What follows belongs to an exercise in optimizing a design on an open flow for small area, a short achievable clock period and few clock cycles per item; a production flow would make more cautious choices.
Where RTL was checked, it was by simulation tests only, not by an equivalence proof against the original.
No activity file was given, so power comes from the tool's default toggle rates.

==> 12-09: inputs <==
// cnn_topCore
module cnn_topCore (
    clk             ,
    reset_n         ,
    i_soft_reset    ,
    i_in_valid      ,
    i_in_kind       ,
    i_in_data       ,
    o_in_ready      ,
    o_ot_valid      ,
    o_ot_data       ,
    i_ot_ready
    );
clock: 10.0 ns
lec_check: 0
cap_margin: 20
core_margin: 2
core_utilization: 40
setup_slack_margin: 5
slew_margin: 20
synth_hierarchical: 1
synth_minimum_keep_size: 0
run.sh (not shown) runs the stock make flow with config.mk's settings and CLKGATE_MAP_FILE= SYNTH_SCRIPT=/design/flow/synth_recipe.tcl, a recipe that flattens the netlist after the stock synthesis.
==> 11-19: changes against 12-09 <==
==> flow/flow/run.sh (new file) <==
#!/bin/bash
set -o pipefail
cp standard.sh standard_sh.txt
export SETUP_SLACK_MARGIN=${MARGIN:-6.5}
bash standard.sh > standard.log 2>&1
==> flow/standard.sh (new file) <==
#!/bin/bash
# synth_recipe.tcl (not shown) runs the flow's synth.tcl, then flattens the netlist and writes it again
# the make line also repeats each setting of config.mk as NAME=value (left out here)
make -C /OpenROAD-flow-scripts/flow DESIGN_CONFIG=/design/flow/config.mk WORK_HOME=/design/flow/orfs CLKGATE_MAP_FILE= SYNTH_SCRIPT=/design/flow/synth_recipe.tcl "${@:-finish}"
Settings changed: SETUP_SLACK_MARGIN 5 to not set.
removed: flow/run.sh
==> 02-24: changes against 12-09 <==
--- a/flow/design.v
+++ b/flow/design.v
@@ -1321,49 +1321,42 @@
 input               i_ot_ready  ;
 localparam ACC = 21;
 reg        rdy;
 reg  [4:0] fcnt;             
 wire in_fire = i_in_valid & rdy & ~i_soft_reset;
 wire w_fire  = in_fire &  i_in_kind;
 wire f_fire  = in_fire & ~i_in_kind;
 wire [4:0] fcnt_next = f_fire ? ((fcnt == 5'd23) ? 5'd0 : fcnt + 5'd1) : fcnt;
-reg  [31:0] din;             
-reg         l_v;             
-reg  [4:0]  l_cnt;           
-always @(posedge clk) din <= i_in_data;
-wire [1:0] l_ich = l_cnt[4:3];
-wire [1:0] l_iy  = l_cnt[2:1];
-wire       l_h   = l_cnt[0];
-wire rotate = l_v & l_h & (l_iy != 2'd3);
 integer li, di;
 reg  [47:0] dig_d;
 reg  [7:0]  px;
 reg  [2:0]  tri3;
 always @(*) begin
     dig_d = 48'd0;
     for (li = 0; li < 4; li = li + 1) begin
-        px = l_h ? din[(3-li)*8 +: 8] : din[li*8 +: 8];
+        px = fcnt[0] ? i_in_data[(3-li)*8 +: 8] : i_in_data[li*8 +: 8];
         for (di = 0; di < 4; di = di + 1) begin
             tri3 = {px[2*di+1], px[2*di], (di == 0) ? 1'b0 : px[2*di-1]};
-            dig_d[(li*4+di)*3 + 0] = l_v & (tri3[1] ^ tri3[0]);
-            dig_d[(li*4+di)*3 + 1] = l_v & ((tri3 == 3'b100) | (tri3 == 3'b011));
-            dig_d[(li*4+di)*3 + 2] = l_v & tri3[2] & ~(tri3[1] & tri3[0]);
+            dig_d[(li*4+di)*3 + 0] = f_fire & (tri3[1] ^ tri3[0]);
+            dig_d[(li*4+di)*3 + 1] = f_fire & ((tri3 == 3'b100) | (tri3 == 3'b011));
+            dig_d[(li*4+di)*3 + 2] = f_fire & tri3[2] & ~(tri3[1] & tri3[0]);
         end
     end
 end
 reg  [47:0] dig;             
-reg         m_v;
-reg  [4:0]  m_cnt;
+reg         l_v;
+reg  [4:0]  l_cnt;
 always @(posedge clk) dig <= dig_d;
-wire [1:0] m_ich = m_cnt[4:3];
-wire [1:0] m_iy  = m_cnt[2:1];
-wire       m_h   = m_cnt[0];
-wire act0 = m_v & (m_iy != 2'd3);    
-wire act1 = m_v & (m_iy != 2'd0);    
+wire [1:0] l_ich = l_cnt[4:3];
+wire [1:0] l_iy  = l_cnt[2:1];
+wire       l_h   = l_cnt[0];
+wire act0 = l_v & (l_iy != 2'd3);    
+wire act1 = l_v & (l_iy != 2'd0);    
+wire rotate = l_v & l_h & (l_iy != 2'd3);
 reg [31:0] wr0 [0:8];
 reg [31:0] wr1 [0:8];
 reg [31:0] win;              
 reg        win_v;
 always @(posedge clk) win <= i_in_data;
 integer q;
 always @(posedge clk) begin
     if (win_v | rotate) begin
@@ -1378,29 +1371,30 @@
 function [31:0] wop;
     input [31:0] k;
     input        fwd;
     input        rev;
     begin
         wop = ({32{fwd}} & k) | ({32{rev}} & {k[7:0], k[15:8], k[23:16], k[31:24]});
     end
 endfunction
-wire en_f0 = l_v & (l_iy != 2'd3) & ~l_h;
-wire en_r0 = l_v & (l_iy != 2'd3) &  l_h;
-wire en_f1 = l_v & (l_iy != 2'd0) & ~l_h;
-wire en_r1 = l_v & (l_iy != 2'd0) &  l_h;
-reg [31:0] w00, w01, w10, w11;
+reg en_f0, en_r0, en_f1, en_r1;
+wire [1:0] a_iy = fcnt[2:1];
 always @(posedge clk) begin
-    w00 <= wop(wr0[0], en_f0, en_r0);
-    w01 <= wop(wr0[8], en_f1, en_r1);
-    w10 <= wop(wr1[0], en_f0, en_r0);
-    w11 <= wop(wr1[8], en_f1, en_r1);
+    en_f0 <= f_fire & (a_iy != 2'd3) & ~fcnt[0];
+    en_r0 <= f_fire & (a_iy != 2'd3) &  fcnt[0];
+    en_f1 <= f_fire & (a_iy != 2'd0) & ~fcnt[0];
+    en_r1 <= f_fire & (a_iy != 2'd0) &  fcnt[0];
 end
-wire clr0 = (m_ich == 2'd0) & (m_iy == 2'd0) & ~m_h;
-wire clr1 = (m_ich == 2'd0) & (m_iy == 2'd1) & ~m_h;
+wire [31:0] w00 = wop(wr0[0], en_f0, en_r0);
+wire [31:0] w01 = wop(wr0[8], en_f1, en_r1);
+wire [31:0] w10 = wop(wr1[0], en_f0, en_r0);
+wire [31:0] w11 = wop(wr1[8], en_f1, en_r1);
+wire clr0 = (l_ich == 2'd0) & (l_iy == 2'd0) & ~l_h;
+wire clr1 = (l_ich == 2'd0) & (l_iy == 2'd1) & ~l_h;
 reg last2;
 wire [ACC-1:0] a00_0, a00_1, a00_2, a00_3, a00_4;
 wire [ACC-1:0] a01_0, a01_1, a01_2, a01_3, a01_4;
 wire [ACC-1:0] a10_0, a10_1, a10_2, a10_3, a10_4;
 wire [ACC-1:0] a11_0, a11_1, a11_2, a11_3, a11_4;
 cnn_kernel u00 (.clk(clk), .i_dig(dig), .i_w(w00), .i_act(act0), .i_clr(clr0),
     .o_a0(a00_0), .o_a1(a00_1), .o_a2(a00_2), .o_a3(a00_3), .o_a4(a00_4));
 cnn_kernel u01 (.clk(clk), .i_dig(dig), .i_w(w01), .i_act(act1), .i_clr(clr1),
@@ -1428,32 +1422,30 @@
 integer e;
 always @(posedge clk) begin
     for (e = 0; e < 20; e = e + 1)
         ring[e] <= load ? res[e*ACC +: ACC] : ring[(e+1) % 20];
     if (or_take) obuf <= ring[0];
 end
 always @(posedge clk or negedge reset_n) begin
     if (!reset_n) begin
-        rdy <= 1'b0; fcnt <= 5'd0; l_v <= 1'b0; win_v <= 1'b0; l_cnt <= 5'd0; m_v <= 1'b0; m_cnt <= 5'd0;
+        rdy <= 1'b0; fcnt <= 5'd0; l_v <= 1'b0; win_v <= 1'b0; l_cnt <= 5'd0;
         last2 <= 1'b0;
         pending <= 1'b0; kcnt <= 5'd20; pos <= 5'd0; ov <= 1'b0;
     end else if (i_soft_reset) begin
-        rdy <= 1'b0; fcnt <= 5'd0; l_v <= 1'b0; win_v <= 1'b0; l_cnt <= 5'd0; m_v <= 1'b0; m_cnt <= 5'd0;
+        rdy <= 1'b0; fcnt <= 5'd0; l_v <= 1'b0; win_v <= 1'b0; l_cnt <= 5'd0;
         last2 <= 1'b0;
         pending <= 1'b0; kcnt <= 5'd20; pos <= 5'd0; ov <= 1'b0;
     end else begin
         fcnt   <= fcnt_next;
         rdy    <= (fcnt_next != 5'd0) | (kcnt_next == 5'd20);
         l_v    <= f_fire;
         win_v  <= w_fire;
         l_cnt  <= fcnt;
-        m_v    <= l_v;
-        m_cnt  <= l_cnt;
-        last2  <= m_v & (m_cnt == 5'd23);
+        last2  <= l_v & (l_cnt == 5'd23);
         pending <= last2 | (pending & ~load);
         kcnt   <= kcnt_next;
         pos    <= load ? 5'd0 : ((pos == 5'd19) ? 5'd0 : pos + 5'd1);
         ov     <= or_take | (ov & ~ot_fire);
     end
 end
 assign o_in_ready = rdy;
 assign o_ot_valid = ov;
==> run summary <==
The lowest clock-buffer cell count belongs to 02-24, the highest to 12-09.
Global-route usage: 11-19 > 02-24 > 12-09.
Between 02-24 and 12-09, the lower sequential cell count is in 02-24 (gap 130).
Against 11-19, the register-to-register slack of 12-09 is lower by 0.88 ns.
Against 12-09, the via count of 02-24 is lower by 1.5%.
In 11-19 the clock skew is higher than in 12-09, by 0.030 ns.
Between 11-19 and 02-24, the lower clock power is in 02-24 (gap about 10%, measured against 02-24).
Between 02-24 and 12-09, the lower die area is in 02-24 (gap about 2%, measured against 12-09).
Between 11-19 and 12-09, the lower maximum frequency is in 12-09 (gap 23%, measured against 12-09).
Testbench counts of 02-24, summed over its fixed seeds: cycles 3,408, images 128.
The RTL of 12-09 and 11-19 was laid out without a check of its function.

---

==> lagoon: inputs <==
Another version of the RTL of cnn_topCore (not shown whole).
==> flow/config.mk <==
export PLATFORM = sky130hd
export DESIGN_NAME = cnn_topCore
export DESIGN_NICKNAME = cnn_topCore
export VERILOG_FILES = /design/flow/design.v
export SDC_FILE = /design/flow/constraint.sdc
export NUM_CORES = 4
export LEC_CHECK = 0
export CAP_MARGIN = 20
export CORE_MARGIN = 2
export CORE_UTILIZATION = 40
export SLEW_MARGIN = 20
export SYNTH_HIERARCHICAL = 1
export SYNTH_MINIMUM_KEEP_SIZE = 0
==> flow/constraint.sdc <==
create_clock -name core_clock -period 10.0 [get_ports {clk}]
set_input_delay 2.0000 -clock core_clock [delete_from_list [all_inputs] [get_ports {clk}]]
set_output_delay 2.0000 -clock core_clock [all_outputs]
set_load 0.01 [all_outputs]
standard.sh (not shown) runs the stock make flow with config.mk's settings and CLKGATE_MAP_FILE= SYNTH_SCRIPT=/design/flow/synth_recipe.tcl, a recipe that flattens the netlist after the stock synthesis.
==> flow/flow/run.sh <==
#!/bin/bash
set -o pipefail
cp standard.sh standard_sh.txt
export SETUP_SLACK_MARGIN=${MARGIN:-6.5}
bash standard.sh > standard.log 2>&1
==> tundra (differences from lagoon) <==
--- a/flow/design.v
+++ b/flow/design.v
@@ -1420,8 +1420,23 @@
         pos    <= load ? 5'd0 : ((pos == 5'd19) ? 5'd0 : pos + 5'd1);
         ov     <= or_take | (ov & ~ot_fire);
     end
 end
 assign o_in_ready = rdy;
 assign o_ot_valid = ov;
-assign o_ot_data  = {{(32-ACC){obuf[ACC-1]}}, obuf};
+wire [31:ACC] osign;
+genvar gs;
+generate
+    for (gs = ACC; gs < 32; gs = gs + 1) begin : g_sign
+        cnn_obit u_obit (.clk(clk), .i_en(or_take), .i_d(ring[0][ACC-1]), .o_q(osign[gs]));
+    end
+endgenerate
+assign o_ot_data  = {osign, obuf};
+endmodule
+module cnn_obit (
+    input  wire clk,
+    input  wire i_en,
+    input  wire i_d,
+    output reg  o_q
+);
+always @(posedge clk) if (i_en) o_q <= i_d;
 endmodule
==> flow/flow/run.sh (replaced) <==
#!/bin/bash
set -o pipefail
cp standard.sh standard_sh.txt
export SETUP_SLACK_MARGIN=${MARGIN:-6.0}
bash standard.sh > standard.log 2>&1
==> indigo (differences from lagoon) <==
--- a/flow/design.v
+++ b/flow/design.v
@@ -1420,8 +1420,23 @@
         pos    <= load ? 5'd0 : ((pos == 5'd19) ? 5'd0 : pos + 5'd1);
         ov     <= or_take | (ov & ~ot_fire);
     end
 end
 assign o_in_ready = rdy;
 assign o_ot_valid = ov;
-assign o_ot_data  = {{(32-ACC){obuf[ACC-1]}}, obuf};
+wire [31:ACC] osign;
+genvar gs;
+generate
+    for (gs = ACC; gs < 32; gs = gs + 1) begin : g_sign
+        cnn_obit u_obit (.clk(clk), .i_en(or_take), .i_d(ring[0][ACC-1]), .o_q(osign[gs]));
+    end
+endgenerate
+assign o_ot_data  = {osign, obuf};
+endmodule
+module cnn_obit (
+    input  wire clk,
+    input  wire i_en,
+    input  wire i_d,
+    output reg  o_q
+);
+always @(posedge clk) if (i_en) o_q <= i_d;
 endmodule
==> flow/flow/run.sh (replaced) <==
#!/bin/bash
set -o pipefail
cp standard.sh standard_sh.txt
export SETUP_SLACK_MARGIN=${MARGIN:-6.3}
bash standard.sh > standard.log 2>&1
==> pepper (differences from lagoon) <==
--- a/flow/design.v
+++ b/flow/design.v
@@ -1420,8 +1420,23 @@
         pos    <= load ? 5'd0 : ((pos == 5'd19) ? 5'd0 : pos + 5'd1);
         ov     <= or_take | (ov & ~ot_fire);
     end
 end
 assign o_in_ready = rdy;
 assign o_ot_valid = ov;
-assign o_ot_data  = {{(32-ACC){obuf[ACC-1]}}, obuf};
+wire [31:ACC] osign;
+genvar gs;
+generate
+    for (gs = ACC; gs < 32; gs = gs + 1) begin : g_sign
+        cnn_obit u_obit (.clk(clk), .i_en(or_take), .i_d(ring[0][ACC-1]), .o_q(osign[gs]));
+    end
+endgenerate
+assign o_ot_data  = {osign, obuf};
+endmodule
+module cnn_obit (
+    input  wire clk,
+    input  wire i_en,
+    input  wire i_d,
+    output reg  o_q
+);
+always @(posedge clk) if (i_en) o_q <= i_d;
 endmodule
==> flow/flow/run.sh (replaced) <==
#!/bin/bash
set -o pipefail
cp standard.sh standard_sh.txt
export SETUP_SLACK_MARGIN=${MARGIN:-6.7}
bash standard.sh > standard.log 2>&1
==> impl_metrics.ini <==
[setup_path]
cp_common_cell = fa_1
critical_path.max_fanout = 18
arrival_ps = 4780
slowest_stage = dfxtp_1
cp_top_family = adder cells

[global_routing]
grt_pass1_wl_mm = 655

[final_layout]
final_cell_mix = dfxtp_1, nand2_1, xnor2_1
inv_count = 295
regArea_mm2 = 0.0552
clock_buffers = 355

[power]
power_mw = 35.8

[outcome]
status = complete, no violations

[sta]
worst-slew-pin-transition_ps = 1240

[clocking]
clk_pin_slew_ps = 60
Source of the figures above: tundra

==> impl_metrics.ini <==
[outcome]
status = complete, no violations

[power]
power_mw = 39.9

[setup_path]
cp_top_family = adder cells
arrival_ps = 4340
cp_common_cell = fa_1
slowest_stage = fa_1

[global_routing]
grt_pass1_wl_mm = 758

[final_layout]
regArea_mm2 = 0.0558
inv_count = 295

[clocking]
clk_pin_slew_ps = 60
Source of the figures above: pepper

==> impl_metrics.ini <==
[global_routing]
grt_pass1_wl_mm = 710

[final_layout]
fin_nets = 13536
final_cell_mix = dfxtp_1, xnor2_1, fa_1
comb.multi_input.count = 7861
inv_count = 291
clock_buffers = 358
regArea_mm2 = 0.0553

[setup_path]
cp_common_cell = buf_12
slowest_stage = edfxtp_1
critical_path.max_fanout = 6
arrival_ps = 1790

[route]
drtPass1Iterations = 6

[clocking]
clk_pin_slew_ps = 70

[sta]
worst-slew-pin-transition_ps = 1220

[outcome]
status = complete, no violations
Source of the figures above: lagoon

==> impl_metrics.ini <==
[outcome]
status = complete, no violations

[final_layout]
inv_count = 295
final_cell_mix = dfxtp_1, nand2_1, xnor2_1

[setup_path]
cp_top_family = adder cells
cp_common_cell = fa_1
critical_path.max_fanout = 16
arrival_ps = 4440

[sta]
worst-slew-pin-transition_ps = 1250

[power]
power_mw = 36.0

[clocking]
clk_pin_slew_ps = 60
Source of the figures above: indigo

Testbench counts of lagoon, summed over its fixed seeds: cycles 3,416, images 128.
Testbench counts of tundra, summed over its fixed seeds: cycles 3,416, images 128.
Testbench counts of indigo, summed over its fixed seeds: cycles 3,416, images 128.
Testbench counts of pepper, summed over its fixed seeds: cycles 3,416, images 128.

---

==> 11-07 <==
Starting RTL as in the previous note.
==> flow/config.mk <==
export PLATFORM = sky130hd
export DESIGN_NAME = cnn_topCore
export DESIGN_NICKNAME = cnn_topCore
export VERILOG_FILES = /design/flow/design.v
export SDC_FILE = /design/flow/constraint.sdc
export NUM_CORES = 4
export LEC_CHECK = 0
export CAP_MARGIN = 20
export CORE_MARGIN = 2
export CORE_UTILIZATION = 40
export SLEW_MARGIN = 20
export SYNTH_HIERARCHICAL = 1
export SYNTH_MINIMUM_KEEP_SIZE = 0
==> flow/constraint.sdc <==
create_clock -name core_clock -period 10.0 [get_ports {clk}]
set_input_delay 2.0000 -clock core_clock [delete_from_list [all_inputs] [get_ports {clk}]]
set_output_delay 2.0000 -clock core_clock [all_outputs]
set_load 0.01 [all_outputs]
==> flow/flow/run.sh <==
#!/bin/bash
set -o pipefail
cp standard.sh standard_sh.txt
export SETUP_SLACK_MARGIN=${MARGIN:-6.2}
bash standard.sh > standard.log 2>&1
==> 06-15 (differences from 11-07) <==
--- a/flow/design.v
+++ b/flow/design.v
@@ -1421,7 +1421,22 @@
         ov     <= or_take | (ov & ~ot_fire);
     end
 end
 assign o_in_ready = rdy;
 assign o_ot_valid = ov;
-assign o_ot_data  = {{(32-ACC){obuf[ACC-1]}}, obuf};
+wire [31:ACC] osign;
+genvar gs;
+generate
+    for (gs = ACC; gs < 32; gs = gs + 1) begin : g_sign
+        cnn_obit u_obit (.clk(clk), .i_en(or_take), .i_d(ring[0][ACC-1]), .o_q(osign[gs]));
+    end
+endgenerate
+assign o_ot_data  = {osign, obuf};
+endmodule
+module cnn_obit (
+    input  wire clk,
+    input  wire i_en,
+    input  wire i_d,
+    output reg  o_q
+);
+always @(posedge clk) if (i_en) o_q <= i_d;
 endmodule
==> flow/flow/run.sh (replaced) <==
#!/bin/bash
set -o pipefail
cp standard.sh standard_sh.txt
export SETUP_SLACK_MARGIN=${MARGIN:-6.4}
bash standard.sh > standard.log 2>&1
==> 03-17 (differences from 11-07) <==
--- a/flow/design.v
+++ b/flow/design.v
@@ -1421,7 +1421,22 @@
         ov     <= or_take | (ov & ~ot_fire);
     end
 end
 assign o_in_ready = rdy;
 assign o_ot_valid = ov;
-assign o_ot_data  = {{(32-ACC){obuf[ACC-1]}}, obuf};
+wire [31:ACC] osign;
+genvar gs;
+generate
+    for (gs = ACC; gs < 32; gs = gs + 1) begin : g_sign
+        cnn_obit u_obit (.clk(clk), .i_en(or_take), .i_d(ring[0][ACC-1]), .o_q(osign[gs]));
+    end
+endgenerate
+assign o_ot_data  = {osign, obuf};
+endmodule
+module cnn_obit (
+    input  wire clk,
+    input  wire i_en,
+    input  wire i_d,
+    output reg  o_q
+);
+always @(posedge clk) if (i_en) o_q <= i_d;
 endmodule
==> notes <==
Of 06-15 and 11-07, 06-15 has the higher non-clock buffer count (gap 95).
First-iteration DRC count: 06-15 is higher than 11-07 (about 1.5%).
Between 11-07 and 03-17, the lower routed wire length is in 03-17 (gap 9.0%, measured against 03-17).
Global-route usage, highest first: 11-07, 03-17, 06-15.
Against 06-15, the flip-flop and latch count of 11-07 is lower by 11.
Sequential power is about the same in 06-15 and 03-17.
Between 03-17 and 06-15, the lower maximum frequency is in 03-17 (gap about 3%, measured against 06-15).
In area after synthesis, 03-17 and 06-15 do not differ.
==> figures <==
quantity	03-17	11-07	06-15
Result of the run	finished clean	finished clean	finished clean
Detail Placement HPWL	313000 µm	346000 µm	309000 µm
Combinational-cell power consumption	13.2 mW	14.0 mW	13.8 mW
Sequential cell power	12.4 mW	12.6 mW	12.4 mW
Fraction of area in non-clock buffers	1.99%	2.34%	3.69%
Origin of the worst setup path	u11.dig[40]	u11.hold	u11.dig[39]
Power share of the combinational group	36.6%	37.4%	37.4%
Highest attainable clock frequency	266 MHz	262 MHz	274 MHz
Maximum fanout along the worst path	32	8	36
Simple-gate share of the synthesized area	7.07%	3.65%	7.07%
Register bit count reported by yosys	2440	2429	2440
Wire length of the first global-routing pass	657000 µm	701000 µm	654000 µm
Vias in the first global route	94321	96080	93861
Data arrival, critical path	4.55 ns	4.67 ns	4.44 ns
Cell variety after synth	80	78	80
Endpoint of the worst hold path	wr1[0][3]	wr0[3][20]	wr0[3][25]
Cell depth of the worst setup path	8	13	8
Number of sinks handled by clock tree synthesis	2440	2429	2440
Testbench counts of 11-07, summed over its fixed seeds: cycles 3,416, images 128.
Testbench counts of 06-15, summed over its fixed seeds: cycles 3,416, images 128.
Testbench counts of 03-17, summed over its fixed seeds: cycles 3,416, images 128.

what the ideal ports hide:
No port has a modelled driver above. Below, the same layouts with a new extraction and two added sets of constraints.
Step 1: set_driving_cell puts a clkbuf_16 on clk and a buf_2 on each other input, an assumption about the parent block.
Step 2 moves the port delays by t, midway between the first and last clock arrival at a register: inputs arrive t later, outputs are due t later. That takes back most of the time a late clock gives input paths.
Slacks: ideal / step 1 / step 2; pairs: ideal / step 1.
run | t (ns) | setup slack, ns | hold WS [ns] | worst register clock-pin slew, ns | worst slew at a driven data input, ns
12-09 | 0.954 | 5.204 / 5.204 / 5.204 | 0.383 / 0.383 / 0.383 | 0.07 / 0.07 | 0.04
11-19 | 1.002 | 6.087 / 5.994 / 5.661 | 0.341 / 0.341 / 0.341 | 0.07 / 0.07 | 0.05
02-24 | 1.021 | 5.053 / 5.053 / 5.025 | 0.393 / 0.393 / 0.393 | 0.07 / 0.07 | 0.20
lagoon | 1.038 | 6.213 / 6.101 / 5.616 | 0.385 / 0.385 / 0.385 | 0.07 / 0.07 | 0.19
tundra | 1.003 | 6.020 / 6.020 / 5.426 | 0.399 / 0.399 / 0.399 | 0.07 / 0.07 | 0.56
indigo | 1.008 | 6.320 / 6.255 / 5.687 | 0.397 / 0.397 / 0.397 | 0.07 / 0.07 | 0.54
pepper | 1.024 | 6.415 / 6.371 / 5.859 | 0.389 / 0.389 / 0.389 | 0.07 / 0.07 | 0.50
11-07 | 1.033 | 6.178 / 6.178 / 5.544 | 0.392 / 0.392 / 0.392 | 0.07 / 0.07 | 0.12
06-15 | 1.018 | 6.356 / 6.354 / 5.729 | 0.395 / 0.395 / 0.395 | 0.07 / 0.07 | 0.54
03-17 | 1.008 | 6.245 / 6.160 / 5.515 | 0.398 / 0.398 / 0.398 | 0.07 / 0.07 | 0.54
After both steps every run listed still meets setup and hold. For 03-17, which loses most, drivers alone change the setup slack by -0.085 ns; drivers and shift together by -0.730 ns.
